This is an optimization exercise on Yosys and OpenROAD, whose aim is small area, a short achievable clock period and few clock cycles per item, not a production implementation. RTL that was checked went through simulation tests only; none was proved equivalent to the original. Only the layout flow was run in runs 1 and 2; the RTL was not checked for function there. Power and IR drop assume default switching activity.

--- design.v ---
module brick_sort
   (
    clk,
    rst,
    src_tvalid,
    src_tready,
    src_tdata_raw,
    dest_tvalid,
    dest_tready,
    dest_tdata_raw
    );
   parameter NUM_ELEMS = 16;
   parameter DATA_WIDTH = 8;
   input   clk;
   input   rst;
   input   src_tvalid;
   output  src_tready;
   input [DATA_WIDTH*NUM_ELEMS-1:0] src_tdata_raw;
   output                 dest_tvalid;
   input                  dest_tready;
   output [DATA_WIDTH*NUM_ELEMS-1:0] dest_tdata_raw;
   function gt8;
      input [7:0] a;
      input [7:0] b;
      reg [7:0] g, p;
      reg g10, p10, g32, p32, g54, p54, g76, p76, g30, p30, g74, p74;
      begin
         g = a & ~b;           
         p = a | ~b;           
         g10 = g[1] | (p[1] & g[0]); p10 = g[1] | (p[1] & p[0]);
         g32 = g[3] | (p[3] & g[2]); p32 = g[3] | (p[3] & p[2]);
         g54 = g[5] | (p[5] & g[4]); p54 = g[5] | (p[5] & p[4]);
         g76 = g[7] | (p[7] & g[6]); p76 = g[7] | (p[7] & p[6]);
         g30 = g32 | (p32 & g10);
         g74 = g76 | (p76 & g54); p74 = g76 | (p76 & p54);
         gt8 = g74 | (p74 & g30);
      end
   endfunction
   reg [127:0] r1, r2, r3, r4, r5, r6, r7, r8, r9, r10;
   reg [127:0] ro;
   wire [127:0] s1_0;
   wire s1_0_c0 = gt8(r1[7:0], r1[111:104]);
   assign s1_0[7:0] = s1_0_c0 ? r1[111:104] : r1[7:0];
   assign s1_0[111:104] = s1_0_c0 ? r1[7:0] : r1[111:104];
   wire s1_0_c1 = gt8(r1[15:8], r1[103:96]);
   assign s1_0[15:8] = s1_0_c1 ? r1[103:96] : r1[15:8];
   assign s1_0[103:96] = s1_0_c1 ? r1[15:8] : r1[103:96];
   wire s1_0_c2 = gt8(r1[23:16], r1[127:120]);
   assign s1_0[23:16] = s1_0_c2 ? r1[127:120] : r1[23:16];
   assign s1_0[127:120] = s1_0_c2 ? r1[23:16] : r1[127:120];
   wire s1_0_c3 = gt8(r1[31:24], r1[119:112]);
   assign s1_0[31:24] = s1_0_c3 ? r1[119:112] : r1[31:24];
   assign s1_0[119:112] = s1_0_c3 ? r1[31:24] : r1[119:112];
   wire s1_0_c4 = gt8(r1[39:32], r1[71:64]);
   assign s1_0[39:32] = s1_0_c4 ? r1[71:64] : r1[39:32];
   assign s1_0[71:64] = s1_0_c4 ? r1[39:32] : r1[71:64];
   wire s1_0_c5 = gt8(r1[47:40], r1[55:48]);
   assign s1_0[47:40] = s1_0_c5 ? r1[55:48] : r1[47:40];
   assign s1_0[55:48] = s1_0_c5 ? r1[47:40] : r1[55:48];
   wire s1_0_c7 = gt8(r1[63:56], r1[95:88]);
   assign s1_0[63:56] = s1_0_c7 ? r1[95:88] : r1[63:56];
   assign s1_0[95:88] = s1_0_c7 ? r1[63:56] : r1[95:88];
   wire s1_0_c9 = gt8(r1[79:72], r1[87:80]);
   assign s1_0[79:72] = s1_0_c9 ? r1[87:80] : r1[79:72];
   assign s1_0[87:80] = s1_0_c9 ? r1[79:72] : r1[87:80];
   wire [127:0] s2_0;
   wire s2_0_c0 = gt8(r2[7:0], r2[47:40]);
   assign s2_0[7:0] = s2_0_c0 ? r2[47:40] : r2[7:0];
   assign s2_0[47:40] = s2_0_c0 ? r2[7:0] : r2[47:40];
   wire s2_0_c1 = gt8(r2[15:8], r2[63:56]);
   assign s2_0[15:8] = s2_0_c1 ? r2[63:56] : r2[15:8];
   assign s2_0[63:56] = s2_0_c1 ? r2[15:8] : r2[63:56];
   wire s2_0_c2 = gt8(r2[23:16], r2[79:72]);
   assign s2_0[23:16] = s2_0_c2 ? r2[79:72] : r2[23:16];
   assign s2_0[79:72] = s2_0_c2 ? r2[23:16] : r2[79:72];
   wire s2_0_c3 = gt8(r2[31:24], r2[39:32]);
   assign s2_0[31:24] = s2_0_c3 ? r2[39:32] : r2[31:24];
   assign s2_0[39:32] = s2_0_c3 ? r2[31:24] : r2[39:32];
   wire s2_0_c6 = gt8(r2[55:48], r2[111:104]);
   assign s2_0[55:48] = s2_0_c6 ? r2[111:104] : r2[55:48];
   assign s2_0[111:104] = s2_0_c6 ? r2[55:48] : r2[111:104];
   wire s2_0_c8 = gt8(r2[71:64], r2[119:112]);
   assign s2_0[71:64] = s2_0_c8 ? r2[119:112] : r2[71:64];
   assign s2_0[119:112] = s2_0_c8 ? r2[71:64] : r2[119:112];
   wire s2_0_c10 = gt8(r2[87:80], r2[127:120]);
   assign s2_0[87:80] = s2_0_c10 ? r2[127:120] : r2[87:80];
   assign s2_0[127:120] = s2_0_c10 ? r2[87:80] : r2[127:120];
   wire s2_0_c11 = gt8(r2[95:88], r2[103:96]);
   assign s2_0[95:88] = s2_0_c11 ? r2[103:96] : r2[95:88];
   assign s2_0[103:96] = s2_0_c11 ? r2[95:88] : r2[103:96];
   wire [127:0] s3_0;
   wire s3_0_c0 = gt8(r3[7:0], r3[15:8]);
   assign s3_0[7:0] = s3_0_c0 ? r3[15:8] : r3[7:0];
   assign s3_0[15:8] = s3_0_c0 ? r3[7:0] : r3[15:8];
   wire s3_0_c2 = gt8(r3[23:16], r3[31:24]);
   assign s3_0[23:16] = s3_0_c2 ? r3[31:24] : r3[23:16];
   assign s3_0[31:24] = s3_0_c2 ? r3[23:16] : r3[31:24];
   wire s3_0_c4 = gt8(r3[39:32], r3[47:40]);
   assign s3_0[39:32] = s3_0_c4 ? r3[47:40] : r3[39:32];
   assign s3_0[47:40] = s3_0_c4 ? r3[39:32] : r3[47:40];
   wire s3_0_c6 = gt8(r3[55:48], r3[71:64]);
   assign s3_0[55:48] = s3_0_c6 ? r3[71:64] : r3[55:48];
   assign s3_0[71:64] = s3_0_c6 ? r3[55:48] : r3[71:64];
   wire s3_0_c7 = gt8(r3[63:56], r3[79:72]);
   assign s3_0[63:56] = s3_0_c7 ? r3[79:72] : r3[63:56];
   assign s3_0[79:72] = s3_0_c7 ? r3[63:56] : r3[79:72];
   wire s3_0_c10 = gt8(r3[87:80], r3[95:88]);
   assign s3_0[87:80] = s3_0_c10 ? r3[95:88] : r3[87:80];
   assign s3_0[95:88] = s3_0_c10 ? r3[87:80] : r3[95:88];
   wire s3_0_c12 = gt8(r3[103:96], r3[111:104]);
   assign s3_0[103:96] = s3_0_c12 ? r3[111:104] : r3[103:96];
   assign s3_0[111:104] = s3_0_c12 ? r3[103:96] : r3[111:104];
   wire s3_0_c14 = gt8(r3[119:112], r3[127:120]);
   assign s3_0[119:112] = s3_0_c14 ? r3[127:120] : r3[119:112];
   assign s3_0[127:120] = s3_0_c14 ? r3[119:112] : r3[127:120];
   wire [127:0] s4_0;
   wire s4_0_c0 = gt8(r4[7:0], r4[23:16]);
   assign s4_0[7:0] = s4_0_c0 ? r4[23:16] : r4[7:0];
   assign s4_0[23:16] = s4_0_c0 ? r4[7:0] : r4[23:16];
   wire s4_0_c1 = gt8(r4[15:8], r4[31:24]);
   assign s4_0[15:8] = s4_0_c1 ? r4[31:24] : r4[15:8];
   assign s4_0[31:24] = s4_0_c1 ? r4[15:8] : r4[31:24];
   wire s4_0_c4 = gt8(r4[39:32], r4[87:80]);
   assign s4_0[39:32] = s4_0_c4 ? r4[87:80] : r4[39:32];
   assign s4_0[87:80] = s4_0_c4 ? r4[39:32] : r4[87:80];
   wire s4_0_c5 = gt8(r4[47:40], r4[95:88]);
   assign s4_0[47:40] = s4_0_c5 ? r4[95:88] : r4[47:40];
   assign s4_0[95:88] = s4_0_c5 ? r4[47:40] : r4[95:88];
   wire s4_0_c6 = gt8(r4[55:48], r4[63:56]);
   assign s4_0[55:48] = s4_0_c6 ? r4[63:56] : r4[55:48];
   assign s4_0[63:56] = s4_0_c6 ? r4[55:48] : r4[63:56];
   wire s4_0_c8 = gt8(r4[71:64], r4[79:72]);
   assign s4_0[71:64] = s4_0_c8 ? r4[79:72] : r4[71:64];
   assign s4_0[79:72] = s4_0_c8 ? r4[71:64] : r4[79:72];
   wire s4_0_c12 = gt8(r4[103:96], r4[119:112]);
   assign s4_0[103:96] = s4_0_c12 ? r4[119:112] : r4[103:96];
   assign s4_0[119:112] = s4_0_c12 ? r4[103:96] : r4[119:112];
   wire s4_0_c13 = gt8(r4[111:104], r4[127:120]);
   assign s4_0[111:104] = s4_0_c13 ? r4[127:120] : r4[111:104];
   assign s4_0[127:120] = s4_0_c13 ? r4[111:104] : r4[127:120];
   wire [127:0] s5_0;
   wire s5_0_c1 = gt8(r5[15:8], r5[23:16]);
   assign s5_0[15:8] = s5_0_c1 ? r5[23:16] : r5[15:8];
   assign s5_0[23:16] = s5_0_c1 ? r5[15:8] : r5[23:16];
   wire s5_0_c3 = gt8(r5[31:24], r5[103:96]);
   assign s5_0[31:24] = s5_0_c3 ? r5[103:96] : r5[31:24];
   assign s5_0[103:96] = s5_0_c3 ? r5[31:24] : r5[103:96];
   wire s5_0_c4 = gt8(r5[39:32], r5[55:48]);
   assign s5_0[39:32] = s5_0_c4 ? r5[55:48] : r5[39:32];
   assign s5_0[55:48] = s5_0_c4 ? r5[39:32] : r5[55:48];
   wire s5_0_c5 = gt8(r5[47:40], r5[63:56]);
   assign s5_0[47:40] = s5_0_c5 ? r5[63:56] : r5[47:40];
   assign s5_0[63:56] = s5_0_c5 ? r5[47:40] : r5[63:56];
   wire s5_0_c8 = gt8(r5[71:64], r5[87:80]);
   assign s5_0[71:64] = s5_0_c8 ? r5[87:80] : r5[71:64];
   assign s5_0[87:80] = s5_0_c8 ? r5[71:64] : r5[87:80];
   wire s5_0_c9 = gt8(r5[79:72], r5[95:88]);
   assign s5_0[79:72] = s5_0_c9 ? r5[95:88] : r5[79:72];
   assign s5_0[95:88] = s5_0_c9 ? r5[79:72] : r5[95:88];
   wire s5_0_c13 = gt8(r5[111:104], r5[119:112]);
   assign s5_0[111:104] = s5_0_c13 ? r5[119:112] : r5[111:104];
   assign s5_0[119:112] = s5_0_c13 ? r5[111:104] : r5[119:112];
   assign s5_0[7:0] = r5[7:0];
   assign s5_0[127:120] = r5[127:120];
   wire [127:0] s6_0;
   wire s6_0_c1 = gt8(r6[15:8], r6[39:32]);
   assign s6_0[15:8] = s6_0_c1 ? r6[39:32] : r6[15:8];
   assign s6_0[39:32] = s6_0_c1 ? r6[15:8] : r6[39:32];
   wire s6_0_c2 = gt8(r6[23:16], r6[55:48]);
   assign s6_0[23:16] = s6_0_c2 ? r6[55:48] : r6[23:16];
   assign s6_0[55:48] = s6_0_c2 ? r6[23:16] : r6[55:48];
   wire s6_0_c5 = gt8(r6[47:40], r6[71:64]);
   assign s6_0[47:40] = s6_0_c5 ? r6[71:64] : r6[47:40];
   assign s6_0[71:64] = s6_0_c5 ? r6[47:40] : r6[71:64];
   wire s6_0_c7 = gt8(r6[63:56], r6[87:80]);
   assign s6_0[63:56] = s6_0_c7 ? r6[87:80] : r6[63:56];
   assign s6_0[87:80] = s6_0_c7 ? r6[63:56] : r6[87:80];
   wire s6_0_c9 = gt8(r6[79:72], r6[111:104]);
   assign s6_0[79:72] = s6_0_c9 ? r6[111:104] : r6[79:72];
   assign s6_0[111:104] = s6_0_c9 ? r6[79:72] : r6[111:104];
   wire s6_0_c11 = gt8(r6[95:88], r6[119:112]);
   assign s6_0[95:88] = s6_0_c11 ? r6[119:112] : r6[95:88];
   assign s6_0[119:112] = s6_0_c11 ? r6[95:88] : r6[119:112];
   assign s6_0[7:0] = r6[7:0];
   assign s6_0[31:24] = r6[31:24];
   assign s6_0[103:96] = r6[103:96];
   assign s6_0[127:120] = r6[127:120];
   wire [127:0] s7_0;
   wire s7_0_c2 = gt8(r7[23:16], r7[39:32]);
   assign s7_0[23:16] = s7_0_c2 ? r7[39:32] : r7[23:16];
   assign s7_0[39:32] = s7_0_c2 ? r7[23:16] : r7[39:32];
   wire s7_0_c3 = gt8(r7[31:24], r7[55:48]);
   assign s7_0[31:24] = s7_0_c3 ? r7[55:48] : r7[31:24];
   assign s7_0[55:48] = s7_0_c3 ? r7[31:24] : r7[55:48];
   wire s7_0_c9 = gt8(r7[79:72], r7[103:96]);
   assign s7_0[79:72] = s7_0_c9 ? r7[103:96] : r7[79:72];
   assign s7_0[103:96] = s7_0_c9 ? r7[79:72] : r7[103:96];
   wire s7_0_c11 = gt8(r7[95:88], r7[111:104]);
   assign s7_0[95:88] = s7_0_c11 ? r7[111:104] : r7[95:88];
   assign s7_0[111:104] = s7_0_c11 ? r7[95:88] : r7[111:104];
   assign s7_0[7:0] = r7[7:0];
   assign s7_0[15:8] = r7[15:8];
   assign s7_0[47:40] = r7[47:40];
   assign s7_0[63:56] = r7[63:56];
   assign s7_0[71:64] = r7[71:64];
   assign s7_0[87:80] = r7[87:80];
   assign s7_0[119:112] = r7[119:112];
   assign s7_0[127:120] = r7[127:120];
   wire [127:0] s8_0;
   wire s8_0_c3 = gt8(r8[31:24], r8[47:40]);
   assign s8_0[31:24] = s8_0_c3 ? r8[47:40] : r8[31:24];
   assign s8_0[47:40] = s8_0_c3 ? r8[31:24] : r8[47:40];
   wire s8_0_c6 = gt8(r8[55:48], r8[71:64]);
   assign s8_0[55:48] = s8_0_c6 ? r8[71:64] : r8[55:48];
   assign s8_0[71:64] = s8_0_c6 ? r8[55:48] : r8[71:64];
   wire s8_0_c7 = gt8(r8[63:56], r8[79:72]);
   assign s8_0[63:56] = s8_0_c7 ? r8[79:72] : r8[63:56];
   assign s8_0[79:72] = s8_0_c7 ? r8[63:56] : r8[79:72];
   wire s8_0_c10 = gt8(r8[87:80], r8[103:96]);
   assign s8_0[87:80] = s8_0_c10 ? r8[103:96] : r8[87:80];
   assign s8_0[103:96] = s8_0_c10 ? r8[87:80] : r8[103:96];
   assign s8_0[7:0] = r8[7:0];
   assign s8_0[15:8] = r8[15:8];
   assign s8_0[23:16] = r8[23:16];
   assign s8_0[39:32] = r8[39:32];
   assign s8_0[95:88] = r8[95:88];
   assign s8_0[111:104] = r8[111:104];
   assign s8_0[119:112] = r8[119:112];
   assign s8_0[127:120] = r8[127:120];
   wire [127:0] s9_0;
   wire s9_0_c3 = gt8(r9[31:24], r9[39:32]);
   assign s9_0[31:24] = s9_0_c3 ? r9[39:32] : r9[31:24];
   assign s9_0[39:32] = s9_0_c3 ? r9[31:24] : r9[39:32];
   wire s9_0_c5 = gt8(r9[47:40], r9[55:48]);
   assign s9_0[47:40] = s9_0_c5 ? r9[55:48] : r9[47:40];
   assign s9_0[55:48] = s9_0_c5 ? r9[47:40] : r9[55:48];
   wire s9_0_c7 = gt8(r9[63:56], r9[71:64]);
   assign s9_0[63:56] = s9_0_c7 ? r9[71:64] : r9[63:56];
   assign s9_0[71:64] = s9_0_c7 ? r9[63:56] : r9[71:64];
   wire s9_0_c9 = gt8(r9[79:72], r9[87:80]);
   assign s9_0[79:72] = s9_0_c9 ? r9[87:80] : r9[79:72];
   assign s9_0[87:80] = s9_0_c9 ? r9[79:72] : r9[87:80];
   wire s9_0_c11 = gt8(r9[95:88], r9[103:96]);
   assign s9_0[95:88] = s9_0_c11 ? r9[103:96] : r9[95:88];
   assign s9_0[103:96] = s9_0_c11 ? r9[95:88] : r9[103:96];
   assign s9_0[7:0] = r9[7:0];
   assign s9_0[15:8] = r9[15:8];
   assign s9_0[23:16] = r9[23:16];
   assign s9_0[111:104] = r9[111:104];
   assign s9_0[119:112] = r9[119:112];
   assign s9_0[127:120] = r9[127:120];
   wire [127:0] s10_0;
   wire s10_0_c6 = gt8(r10[55:48], r10[63:56]);
   assign s10_0[55:48] = s10_0_c6 ? r10[63:56] : r10[55:48];
   assign s10_0[63:56] = s10_0_c6 ? r10[55:48] : r10[63:56];
   wire s10_0_c8 = gt8(r10[71:64], r10[79:72]);
   assign s10_0[71:64] = s10_0_c8 ? r10[79:72] : r10[71:64];
   assign s10_0[79:72] = s10_0_c8 ? r10[71:64] : r10[79:72];
   assign s10_0[7:0] = r10[7:0];
   assign s10_0[15:8] = r10[15:8];
   assign s10_0[23:16] = r10[23:16];
   assign s10_0[31:24] = r10[31:24];
   assign s10_0[39:32] = r10[39:32];
   assign s10_0[47:40] = r10[47:40];
   assign s10_0[87:80] = r10[87:80];
   assign s10_0[95:88] = r10[95:88];
   assign s10_0[103:96] = r10[103:96];
   assign s10_0[111:104] = r10[111:104];
   assign s10_0[119:112] = r10[119:112];
   assign s10_0[127:120] = r10[127:120];
   wire [127:0] sorted = s10_0;
   reg v1, v2, v3, v4, v5, v6, v7, v8, v9, v10;
   reg t1, t2, t3, t4, t5, t6, t7, t8, t9, t10;
   reg rot;         
   reg ro_valid;
   wire front_v = v10;
   wire front_t = t10;
   wire ro_free = !ro_valid || dest_tready;
   wire exit_ok = front_v && (!rot || front_t) && ro_free;
   wire wrap = front_v && !exit_ok;
   assign src_tready = !rst && !rot && !wrap;
   assign dest_tvalid = !rst && ro_valid;
   assign dest_tdata_raw = ro;
   wire take = src_tvalid && src_tready;
   always @(posedge clk) begin
      r1 <= wrap ? sorted : src_tdata_raw;
      r2 <= s1_0;
      r3 <= s2_0;
      r4 <= s3_0;
      r5 <= s4_0;
      r6 <= s5_0;
      r7 <= s6_0;
      r8 <= s7_0;
      r9 <= s8_0;
      r10 <= s9_0;
      if (ro_free) ro <= sorted;
      t1 <= wrap && (!rot || front_t);
      t2 <= t1;
      t3 <= t2;
      t4 <= t3;
      t5 <= t4;
      t6 <= t5;
      t7 <= t6;
      t8 <= t7;
      t9 <= t8;
      t10 <= t9;
      if (rst) begin
         v1 <= 1'b0;
         v2 <= 1'b0;
         v3 <= 1'b0;
         v4 <= 1'b0;
         v5 <= 1'b0;
         v6 <= 1'b0;
         v7 <= 1'b0;
         v8 <= 1'b0;
         v9 <= 1'b0;
         v10 <= 1'b0;
         rot <= 1'b0;
         ro_valid <= 1'b0;
      end else begin
         v1 <= wrap || take;
         v2 <= v1;
         v3 <= v2;
         v4 <= v3;
         v5 <= v4;
         v6 <= v5;
         v7 <= v6;
         v8 <= v7;
         v9 <= v8;
         v10 <= v9;
         rot <= rot ? !exit_ok : wrap;
         if (ro_free) ro_valid <= exit_ok;
      end
   end
endmodule
--- run.sh ---
#!/bin/bash
# synth_recipe.tcl (not shown) runs the flow's synth.tcl, then flattens the netlist and writes it again
# the make line also repeats each setting of config.mk as NAME=value (left out here)
make -C /OpenROAD-flow-scripts/flow DESIGN_CONFIG=/design/flow/config.mk WORK_HOME=/design/flow/orfs CLKGATE_MAP_FILE= SYNTH_SCRIPT=/design/flow/synth_recipe.tcl finish
--- constraint.sdc ---
create_clock -name core_clock -period 6.0 [get_ports {clk}]
set_input_delay 1.2000 -clock core_clock [delete_from_list [all_inputs] [get_ports {clk}]]
set_output_delay 1.2000 -clock core_clock [all_outputs]
set_load 0.01 [all_outputs]
--- config.mk ---
export PLATFORM = sky130hd
export DESIGN_NAME = brick_sort
export DESIGN_NICKNAME = brick_sort
export VERILOG_FILES = /design/flow/design.v
export SDC_FILE = /design/flow/constraint.sdc
export NUM_CORES = 4
export LEC_CHECK = 0
export CAP_MARGIN = 20
export CORE_MARGIN = 2
export CORE_UTILIZATION = 40
export SETUP_SLACK_MARGIN = 3.4
export SLEW_MARGIN = 20
==> summary.txt, run 1 <==
Die ar. 131000 sq um; Syn Nets 4558; core area between 100000 and 150000 sq um; Critical Setup Path Class input port to output pin; crit end category output pin; status complete, no violations; DIE HEIGHT 362 um; Yosys warning total 1; min cycle time layout 2990 ps; First-pass DRT Iterations 7; Clock H-tree levels 4; area leader, netlist dfxtp_1; largest family of logic cells by synthesized area multiplexers; Largest stage delay, worst path 150 ps; worst-margin pin slew around 900 ps; maximum clock insertion buffer count 3; Starting Density 40.3%; Crit. Startpoint dest_tready; post-synthesis sequential area ratio 58.3%; Layout fillers between 10000 and 15000; IO Count 262; Root Buffer clkbuf_16; Port Buffers 261; Synth Register Bits 1430; number of routed nets with antenna violations 0; worst-path fanout max 2; mux cell area share after synthesis 16.1%; Placer Congestion 0.895; nets 4939; Layout area overhead 17.7%; worst clock skew 22.1 ps; # DRC 0; Hold Path Depth 0; Worst-path clk slew 60 ps; Max Cap Violations 0; Area contributors post-synth dfxtp_1 (51%), mux2_1 (13%), edfxtp_1 (7.5%); EDFF count, synth 128; worst-skew pair later-pin latency roughly 770 ps; GRT Total Usage about a fifth; row count ~130; Startpoint Class input port; Worst Setup EP src_tready; count leader, synth dfxtp_1; GRT met2 Usage 34.7%; post-synthesis compound-gate area fraction 8.22%; met3 Usage GRT 3.26%; fin. max-slew vios 0; Synth Area per Inst 11.6 sq um; cts bufs inserted roughly 140; Post-synth top cells dfxtp_1 (1302), mux2_1 (578), inv_1 (462); LEAKAGE 0.0256 uW; met1 usage 28.7%; post-synthesis instance total 4426; PD cells 598 nW/um^2; vias in the first global route 31449; Hold Fails Final Rpt 0; R2R Setup Slk 3490 ps; min-delay worst type flop to flop; Final HPWL DP around 110 mm; Util after Layout 47.4%; share of cells above drive strength 1 11.9%; CP max stage cell a21oi_4; Yosys cell types 55; RR Startpoint r2[32]; first-pass GRT wire length 205 mm; Multi-input gate area approximately 19000 sq um; Max Freq 335 MHz; DR vias/cell 4.94; antenna violations before repair 14; routed len/inst 21.5 um; Synth Area in Adders 4.63%; Final Cycle Share between 40 and 50%; worst path required time 4800 ps; post-synthesis simple-gate area fraction between 8 and 9%; pin count of the biggest net entering global routing 76; critical path, cell by cell buf_8 > nand2b_4 > a21oi_4 > nor3_4 > buf_2; die width 362 um; WP data arrival 1790 ps; RR Endpoint r3[37]; vias 32560; Synth Area in XOR/XNOR 0%; Sink Count 1430; depth of the most critical reg-to-reg path 7; asr flop ratio synth 0%; Routed WL 142 mm; RSZ-0062 raised after global routing yes; post-synth top area share 50.8%; Most Used Layer, Global Route met2; Iter 0 DRT Violations 2373; ys flop type dfxtp_1; worst vdd ir approximately 0.30 mV; setup violators final 0; CTS tree yes; total gr overflow 0; register area 29900 sq um; synthesized cell area slightly above 50000 sq um; setup tns final 0 ps; Slew HR a little under two fifths
## sequential cells by signal, summed over array words and instances (netlist names), 128 cells and up
register and count:
r1 128, r3 128, ro 128, r8 128, r4 128, r10 128
r5 128, r6 128, r2 128, r9 128, r7 128
## layout by cell type (no fill, tap or decap), drive strengths merged, types with 10 or more instances in the layout
master | Yosys | final
dfxtp | 1302 | 1302
mux2 | 654 | 654
inv | 463 | 479
nand2 | 394 | 394
maj3 | 236 | 236
a21oi | 197 | 197
clkbuf | 30 | 185
buf | 34 | 164
nor2b | 135 | 135
o21ai | 132 | 132
clkdlybuf4s50 | 0 | 129
edfxtp | 128 | 128
nand2b | 107 | 108
nor2 | 97 | 97
mux2i | 80 | 80
o22ai | 48 | 48
a21boi | 39 | 39
nor3 | 38 | 38
and2 | 37 | 37
or2 | 35 | 35
nand3 | 34 | 34
clkinv | 0 | 34
o41ai | 30 | 30
a222oi | 28 | 28
bufinv | 3 | 20
a2bb2oi | 17 | 17
o31a | 16 | 16
o21bai | 16 | 16
a221o | 11 | 11
clkinvlp | 0 | 11
a31oi | 11 | 11
o2111ai | 10 | 10
## routing by layer
metal / wire length (um) / up-vias
met5: 12 / -
met4: 4060 / 2
met3: 6400 / 176
li1: - / 15914
met1: 65700 / 15704
met2: 65500 / 764
## where the power goes
part	internal [uW]	switching, uW
sequential	13400	2780
combinational	5110	5560
clock	5460	3810
## layout make-up
type	instances	area share, %
Tap cell	1662	3.44
Clock buffer	185	6.56
Antenna cell	5	0.0207
Timing Repair Buffer	300	3.85
Inverter	466	2.97
Sequential cell	1430	49.5
Multi-Input combinational cell	2467	32.0
Clock inverter	78	1.63
## worst min-delay path by stage
stage / startpoint / to
global route: r8[33] / r9[33]
detailed placement: r9[122] / r10[122]
global placement: r6[0] / r7[0]
finish: r8[33] / r9[33]
CTS: r8[33] / r9[33]
floorplan: r9[0] / r10[0]
## worst max-delay path, delay by kind of cell
kind / cells / cell delay, ps
buf+inv: 2 / 240
simple gates: 2 / 200
compound gates: 1 / 150
## logic make-up after synthesis
family	after synthesis
simple gates	900
flops	1430
mux	734
buf+inv	530
compound gates	596
fa+ha+maj	236
## through the flow
stage	std cells	setup WS (ps)	hold slack, ps	power, uW	instance area (sq um)
after detailed placement	6321	1870	312	27100	55900
after floorplan	4426	2450	310	22800	51400
after global routing	6588	2990	316	37900	60400
after CTS	6588	3020	318	36200	60300
after global placement	6321	1910	310	27200	55900
final	6593	3010	317	36100	60400
## what timing repair did
| action | CTS | global route |
|---|---|---|
| pin swaps | 2 | 0 |
| setup buffers | 3 | 0 |
| cloned | 1 | 0 |
| endpoints found under the setup margin | 253 | 81 |
| hold buffers | 0 | 0 |
| gates resized for setup | 531 | 12 |
==> run 2: changes to the inputs <==
--- a/config.mk
+++ b/config.mk
@@ -9,4 +9,3 @@
 export CORE_MARGIN = 2
 export CORE_UTILIZATION = 40
-export SETUP_SLACK_MARGIN = 3.4
 export SLEW_MARGIN = 20
==> summary.txt, run 2 <==
Final HPWL DP about 110 mm; setup tns final 0 ps; die width 362 um; WP data arrival 2780 ps; asr flop ratio synth 0%; worst-margin pin slew 1090 ps; commonest non-fill, non-tap cell in the layout dfxtp_1; PD cells approximately 600 nW/um^2; Layout fillers 11334; DR vias/cell slightly below 5; Synth Register Bits ~1400; count leader, synth dfxtp_1; Iter 0 DRT Violations 2438; vias in the first global route approximately 32000; Yosys warning total 1; ys flop type dfxtp_1; critical path, cell by cell clkdlybuf4s50_1 > nand2b_4 > a21oi_4 > nor3_1 > clkdlybuf4s50_1; total gr overflow 0; worst path required time between 4000 and 5000 ps; Hold Path Depth 0; hold path startpoint r8[7]; Yosys cell types 55; Synth Area per Inst ~12 sq um; # DRC 0; Post-synth top cells dfxtp_1 (1302), mux2_1 (578), inv_1 (462); nets 4934; core area 127000 sq um; DIE HEIGHT 362 um; Startpoint Class input port; EDFF count, synth 128; synthesized cell area ~51000 sq um; Die ar. about 130000 sq um; Starting Density 40.3%; Slew HR between 20% and 30%; cts hold-fix bufs 0; min-delay worst type flop to flop; CTS tree yes; status complete, no violations; RSZ-0062 raised after global routing no; GRT Total Usage 21.4%; Max Freq ~250 MHz; worst-skew pair later-pin latency 770 ps; RR Startpoint r10[48]; Critical Setup Path Class input port to output pin; worst clock skew around 25 ps; commonest non-fill, non-tap cells in the layout dfxtp_1 (1302), mux2_1 (578), inv_1 (462), nand2_1 (393), clkdlybuf4s50_1 (261); Final Cycle Share 66.3%; CTS-repair resized insts 0; cts bufs inserted around 140; share of cells above drive strength 1 8.97%; number of routed nets with antenna violations 0; crit end category output pin; row count 131; min cycle time layout 3980 ps; depth of the most critical reg-to-reg path 6; Placer Congestion 0.897; Routed WL 143 mm; Hold Fails Final Rpt 0; worst-path fanout max 25; Largest stage delay, worst path 570 ps; vias 32426; Sink Count 1430; pin count of the biggest net entering global routing 74; first-pass GRT wire length 207 mm; worst hold margin approximately 310 ps; Root Buffer clkbuf_16; post-synthesis sequential area ratio 58.3%; CP max stage cell clkdlybuf4s50_1; Layout area overhead 18.5%; post-synthesis instance total 4426; Worst-path clk slew 60 ps; LEAKAGE 0.0255 uW; Port Buffers roughly 260; routed len/inst 21.7 um; First-pass DRT Iterations 8; fin. max-slew vios 0; area leader, netlist dfxtp_1; setup violators final 0; Crit. Startpoint dest_tready; cell mode on critical path clkdlybuf4s50_1; Post-CTS Setup Bufs 0; Syn Nets ~4600; Clock H-tree levels 4; post-synth top area share roughly half; Max Cap Violations 0; IO Count 262; worst vdd ir approximately 0.32 mV; maximum clock insertion buffer count 3; antenna violations before repair 10; Area contributors post-synth dfxtp_1 (51%), mux2_1 (13%), edfxtp_1 (7.5%)
==> run 2: cell counts after synthesis <==
Identical to the previous run, type by type.
==> run 2: worst max-delay path, delay by kind of cell <==
kind	cells	cell delay (ps)
buffers and inverters	2	1020
AO/OA/AOI/OAI	1	90
AND/OR/NAND/NOR	2	460
==> run 2: kinds of logic after synthesis <==
logic type	Yosys count	share of synthesized area, %
adder cells (fa/ha/maj)	236	4.63
AND/OR/NAND/NOR	900	8.48
flip-flops	1430	58.3
buffers and inverters	530	4.28
AO/OA/AOI/OAI	596	8.22
multiplexers	734	16.1
==> run 2: stage by stage <==
stage,instance area (sq um),instances,util (%),total power (uW),setup WS (ps)
2_1_floorplan,51300,4426,-,22800,506
3_3_place_gp,55900,6320,43.9,27200,1950
3_5_place_dp,55900,6320,43.9,27200,1930
4_1_cts,60800,6578,47.7,36600,2020
5_1_grt,60800,6578,47.7,38200,1940
6_report,60800,6582,47.7,36400,2020
==> run 2: report_power, final <==
| group | internal [uW] | switching, uW |
|---|---|---|
| clock network | 5430 | 3780 |
| logic | 5450 | 5500 |
| registers | 13400 | 2850 |
==> run 2: final cells by class <==
type | count | area, sq um | share of cell area [%]
flip-flops and latches | 1430 | 29900 | 49.2
multi-input cells | 2466 | 19200 | 31.6
clock buffers | 206 | 4250 | 6.99
repair buffers | 296 | 2890 | 4.75
well taps | 1662 | 2080 | 3.42
inverters | 466 | 1790 | 2.94
clock inverters | 52 | 652 | 1.07
diodes | 4 | 10.0 | 0.0165
==> run 2: worst paths after layout <==
kind | endpoint | slack (ps)
worst max-delay path | src_tready | 2020
worst min-delay path | r9[7] | 310
worst max register to register | ro[49] | 3100
worst min register to register | r9[7] | 310
==> run 2: routing by layer <==
metal	wire length (um)	GRT usage, %	up-vias	part of all wire, %
li1	-	-	15908	-
met1	65700	28.7	15561	46
met2	66000	34.8	787	46
met3	6880	3.59	168	4.8
met4	4510	7.75	2	3.2
met5	13	0	-	0.0091
==> run 3: changes to the inputs <==
--- a/design.v
+++ b/design.v
@@ -279,5 +279,8 @@
    wire exit_ok = front_v && (!rot || front_t) && ro_free;
    wire wrap = front_v && !exit_ok;
-   assign src_tready = !rst && !rot && !wrap;
+   wire rot_n = rot ? !exit_ok : wrap;
+   wire ro_valid_n = ro_free ? exit_ok : ro_valid;
+   reg rdy_free, rdy_tr;
+   assign src_tready = !rst && (rdy_free || (rdy_tr && dest_tready));
    assign dest_tvalid = !rst && ro_valid;
    assign dest_tdata_raw = ro;
@@ -318,4 +321,6 @@
          rot <= 1'b0;
          ro_valid <= 1'b0;
+         rdy_free <= 1'b1;
+         rdy_tr <= 1'b1;
       end else begin
          v1 <= wrap || take;
@@ -329,6 +334,8 @@
          v9 <= v8;
          v10 <= v9;
-         rot <= rot ? !exit_ok : wrap;
-         if (ro_free) ro_valid <= exit_ok;
+         rot <= rot_n;
+         ro_valid <= ro_valid_n;
+         rdy_free <= !rot_n && !(v9 && ro_valid_n);
+         rdy_tr <= !rot_n;
       end
    end
--- a/config.mk
+++ b/config.mk
@@ -6,6 +6,8 @@
 export NUM_CORES = 4
 export LEC_CHECK = 0
+export ABC_AREA = 1
 export CAP_MARGIN = 20
 export CORE_MARGIN = 2
 export CORE_UTILIZATION = 40
+export SETUP_SLACK_MARGIN = 3.3
 export SLEW_MARGIN = 20
==> summary.txt, run 3 <==
Hold Path Depth 0; Die ar. ~140000 sq um; Root Buffer clkbuf_16; antenna violations before repair 9; Slew HR approximately half; Clock H-tree levels 4; Synth Register Bits roughly 1400; worst-margin pin slew just under 800 ps; GRT Total Usage 22.5%; Max Freq 354 MHz; total gr overflow 0; hold path startpoint r6[101]; R2R Setup Slk 3680 ps; worst vdd ir 0.278 mV; Starting Density 40.3%; area leader, netlist dfxtp_1; Area contributors post-synth dfxtp_1 (48%), nand2_1 (19%), nand3_1 (8.7%); DP Worst Slack 2120 ps; # DRC 0; DIE HEIGHT 373 um; cts hold-fix bufs 0; RSZ-0062 raised after global routing yes; LEAKAGE 0.0314 uW; ys flop type dfxtp_1; first-pass GRT wire length 239 mm; asr flop ratio synth 0%; worst clock skew 32.8 ps; worst path required time 4800 ps; worst setup margin approximately 3200 ps; depth of the most critical reg-to-reg path 7; Yosys warning total 1; setup tns final 0 ps; vias roughly 44000; Worst-path clk slew 60 ps; routed len/inst 17.7 um; min cycle time layout 2820 ps; Iter 0 DRT Violations 3800; post-synth top area share 47.8%; commonest non-fill, non-tap cells in the layout nand2_1 (2776), dfxtp_1 (1304), nand3_1 (944), inv_1 (593), nor2_1 (315); Final HPWL DP 124 mm; setup violators final 0; Hold Fails Final Rpt 0; PD cells 618 nW/um^2; Sink Count 1432; Port Buffers 261; crit end category output pin; min-delay worst type flop to flop; Layout fillers 13155; vias in the first global route 40195; Post-synth top cells nand2_1 (2777), dfxtp_1 (1304), nand3_1 (944); worst-path fanout max 2; RR Startpoint r1[118]; Routed WL 161 mm; core area 135000 sq um; cts bufs inserted 149; Placer Congestion 0.923; fin. max-slew vios 0; Crit. Startpoint dest_tready; synthesized cell area 54600 sq um; worst-skew pair later-pin latency 790 ps; Critical Setup Path Class input port to output pin; First-pass DRT Iterations 6; pin count of the biggest net entering global routing 131; nets about 7300; Layout area overhead 15.7%; post-synthesis instance total 6985; Max Cap Violations 0; Yosys cell types 26; commonest non-fill, non-tap cell in the layout nand2_1; row count 135; Final Cycle Share a little under half; status complete, no violations; DR vias/cell a little under 5; share of cells above drive strength 1 8.04%; Synth Area per Inst about 7.8 sq um; post-synthesis sequential area ratio 54.9%; WP data arrival 1620 ps; Syn Nets roughly 7000; number of routed nets with antenna violations 0; count leader, synth nand2_1; EDFF count, synth 128; Startpoint Class input port; CTS tree yes; IO Count 262; maximum clock insertion buffer count 3; die width 373 um
[run 3: changes by cell type in the layout (fill, tap and decap cells not counted), sizes merged, moves of 135 or more]
cell,delta
nand2,+2491
nor2,+246
mux2,-654
nand3,+910
nor2b,-135
maj3,-236
inv,+156
[run 3: layout make-up]
cell class	instances	area (sq um)	share of cell area, %
Clock buffer	198	4200	6.65
Sequential cell	1432	29900	47.4
Antenna cell	6	15.0	0.0238
Timing Repair Buffer	269	2630	4.16
Inverter	613	2310	3.65
Tap cell	1781	2230	3.53
Clock inverter	79	908	1.44
Multi-Input combinational cell	4731	20900	33.1
[run 3: worst paths after layout]
kind | endpoint
worst max-delay path | src_tready
worst min-delay path | r7[101]
worst max register to register | r2[116]
worst min register to register | r7[101]
[run 3: critical path, stage by stage]
cell and delay (ps):
buf_8 100, a21oi_2 120, nor2_1 60, buf_2 140
[run 3: report_power, final]
group / total [uW] / internal [uW] / switching, uW
Sequential: 16100 / 13200 / 2850
Clock: 9450 / 5520 / 3930
Combinational: 13500 / 4240 / 9270
Total: 39000 / 23000 / 16100
[run 3: through the flow]
step / power (uW) / utilization [%] / hold WS (ps) / instance area, sq um / cells
floorplan: 25700 / - / 310 / 54700 / 6985
global placement: 29600 / 42.9 / 310 / 58100 / 8823
detailed placement: 29800 / 42.9 / 312 / 58100 / 8823
CTS: 39100 / 46.6 / 297 / 63100 / 9102
global route: 41800 / 46.6 / 311 / 63100 / 9103
finish: 39000 / 46.6 / 296 / 63100 / 9109
[run 3: layer usage]
layer  GRT usage, %  up-vias  share of wire [%]
li1               -    22432                  -
met2           35.5     1157                 45
met4           9.61        6                4.2
met3           3.88      235                5.3
met5              0        -              0.025
met1           30.4    20288                 46
[run 3: repair_timing]
action                                  CTS  global route
setup buffers                             2             1
endpoints found under the setup margin  130            15
pin swaps                                 2             2
resized for setup                       191            18
[run 3: cell families (layout without fill, tap and decap cells)]
family / count (synthesis) / after routing / synth area share (%)
DFF: 1432 / 1432 / 54.9
and+or+nand+nor: 4258 / 4258 / 32.5
other: 0 / 6 / 0
AOI/OAI and AO/OA: 473 / 473 / 5.78
buffers and inverters: 822 / 1159 / 6.85
Testbench counts of run 3, summed over its fixed seeds: cycles 1,048, items 960.
==> run 4: changes to the inputs <==
--- a/config.mk
+++ b/config.mk
@@ -6,5 +6,4 @@
 export NUM_CORES = 4
 export LEC_CHECK = 0
-export ABC_AREA = 1
 export CAP_MARGIN = 20
 export CORE_MARGIN = 2
==> summary.txt, run 4 <==
ys flop type dfxtp_1; fin area between 60000 and 70000 sq um; vias 30010; number of routed nets with antenna violations 0; Synth Area per Inst 12.7 sq um; first-pass GRT wire length 193 mm; RSZ-0062 raised after global routing yes; DR vias/cell 4.69; CP max stage cell a21oi_4; Final Cycle Share 46.6%; worst-skew pair later-pin latency 760 ps; synthesized cell area 52800 sq um; CTS tree yes; worst vdd ir between 0.2 and 0.3 mV; post-synth top area share 49.5%; DIE HEIGHT 367 um; Max Freq 357 MHz; Placer Congestion 0.882; post-synthesis instance total 4160; routed len/inst 20.8 um; nets ~4700; Yosys cell types 43; Area contributors post-synth dfxtp_1 (49%), mux2_2 (11%), edfxtp_1 (7.3%); Sink Count 1432; Routed WL 133 mm; vias in the first global route ~30000; WP buf/inv 2; worst clock skew 23.9 ps; # DRC 0; Port Buffers 261; antenna violations before repair 12; worst-margin pin slew approximately 940 ps; Iter 0 DRT Violations 1751; Slew HR 36.8%; WP data arrival about 1600 ps; pin count of the biggest net entering global routing 67; Yosys warning total 1; worst path required time 4800 ps; Synth Area in XOR/XNOR 0%; Worst-path clk slew 60 ps; min cycle time layout 2800 ps; Synth Register Bits 1432; Final HPWL DP 104 mm; Critical Setup Path Class input port to output pin; GRT Total Usage roughly 19%; Post-synth top cells dfxtp_1 (1304), mux2_2 (492), inv_1 (441); mux cell area share after synthesis 20.0%; core area 131000 sq um; die width approximately 370 um; Starting Density 40.2%; crit end category output pin; fin. max-slew vios 0; setup tns final 0 ps; post-synthesis compound-gate area fraction under 10%; Placed Instance Area between 50000 and 60000 sq um; Synth Area in Adders 5.42%; Layout fillers 11837; Multi-input gate area just over 20000 sq um; min-delay worst type flop to flop; IO Count 262; area leader, netlist dfxtp_1; commonest non-fill, non-tap cell in the layout dfxtp_1; commonest non-fill, non-tap cells in the layout dfxtp_1 (1304), mux2_2 (492), inv_1 (440), mux2_4 (228), nor2_1 (169); setup violators final 0; PD cells between 600 and 700 nW/um^2; Root Buffer clkbuf_16; total gr overflow 0; status complete, no violations; DP Worst Slack about 2200 ps; share of cells above drive strength 1 25.9%; row count roughly 130; cts bufs inserted 144; Startpoint Class input port; LEAKAGE 0.0260 uW; largest family of logic cells by synthesized area multiplexers; Layout area overhead 17.4%; Tot Pwr between 30000 and 40000 uW; worst-path fanout max 2; Syn Nets 4292; worst setup margin 3200 ps; register area 29900 sq um; cell mode on critical path buf_6; Hold Fails Final Rpt 0; First-pass DRT Iterations 6; Max Cap Violations 0; post-synthesis sequential area ratio 56.8%; CP top delay family buffers and inverters; Die ar. around 130000 sq um; asr flop ratio synth 0%; EDFF count, synth 128; post-synthesis simple-gate area fraction under 10%; count leader, synth dfxtp_1; maximum clock insertion buffer count 3; critical path, cell by cell buf_6 > a21oi_4 > nor2_4 > buf_6; Clock H-tree levels 4; Largest stage delay, worst path 140 ps
[run 4: worst register-to-register path, delay by kind of cell, from the launching register on]
family / cells / cell delay, ps
compound gates: 1 / 510
fa+ha+maj: 3 / 950
flops: 1 / 450
mux: 1 / 400
simple gates: 1 / 220
[run 4: final timing paths]
kind / from / endpoint / slack (ps) / cells past startpoint
hold / removal: t2 / t3 / 310 / 0
setup / recovery: dest_tready / src_tready / 3200 / 4
setup reg to reg: r1[116] / r2[28] / 3360 / 6
hold reg to reg: t2 / t3 / 310 / 0
[run 4: final cells by class]
type,instances,share of cell area (%)
sequential,1432,48.3
multi-input combinational,2230,32.9
clock buffer,205,7.02
timing repair buffer,270,4.22
tap,1755,3.54
inverter,441,2.68
clock inverter,59,1.29
antenna,4,0.0162
[run 4: power breakdown]
| part | switching [uW] | internal [uW] |
|---|---|---|
| Clock | 3740 | 5830 |
| Sequential | 2730 | 13500 |
| Combinational | 5890 | 6620 |
| Total | 12400 | 25900 |
[run 4: cell families (layout without fill, tap and decap cells)]
family | after synthesis | count (layout)
flops | 1432 | 1432
fa+ha+maj | 272 | 272
compound gates | 504 | 504
buf+inv | 498 | 975
mux | 876 | 876
simple gates | 578 | 578
other cells | 0 | 4
[run 4: per-layer routing]
layer / up-vias / GRT usage (%) / share of wire, % / routed length [um]
li1: 14951 / - / - / -
met1: 14328 / 24.5 / 44 / 59200
met2: 531 / 33.1 / 48 / 64200
met3: 200 / 2.85 / 3.4 / 4520
met4: 0 / 8.05 / 3.9 / 5160
met5: - / 0 / 0 / 0
[run 4: what timing repair did]
| action | CTS | global route |
|---|---|---|
| buffers inserted | 2 | 2 |
| endpoints found under the setup margin | 130 | 9 |
| gates resized for setup | 203 | 5 |
| hold buffers | 0 | 0 |
| pin swaps | 1 | 1 |
[run 4: stage by stage]
step	hold WS, ps	cells	utilization (%)
global placement	312	6124	43.4
CTS	315	6390	47.2
global route	327	6392	47.2
detailed placement	312	6124	43.4
finish	313	6396	47.2
floorplan	310	4160	-

static timing again, ports no longer ideal:
The flow's constraints put no driver on any port. The routed layouts listed below were extracted and timed again, unchanged, in two steps.
Step 1 assumes that a clkbuf_16 drives the clock port and a buf_2 every other input.
Step 2, shift: input delay + t, output delay - t, t = (earliest + latest rising clock arrival at the registers) / 2. This alone moves slack from input paths to output paths.
Slacks: no drivers / after step 1 / after step 2; pairs: no drivers / after step 1.
run	shift t [ns]	setup WS [ns]	worst setup path after step 2	slew at the worst register clock pin (ns)
run 1	0.833	3.013 / 2.964 / 2.838	input to register	0.07 / 0.07
run 2	0.839	2.025 / 1.988 / 1.930	input to register	0.07 / 0.07
run 3	0.855	3.178 / 3.140 / 3.101	input to register	0.07 / 0.07
run 4	0.815	3.203 / 3.171 / 2.995	input to register	0.07 / 0.07
After both steps setup and hold are still met in every run listed. The setup slack of run 4, which loses most, moves by -0.032 ns with the drivers and by -0.208 ns with both steps.
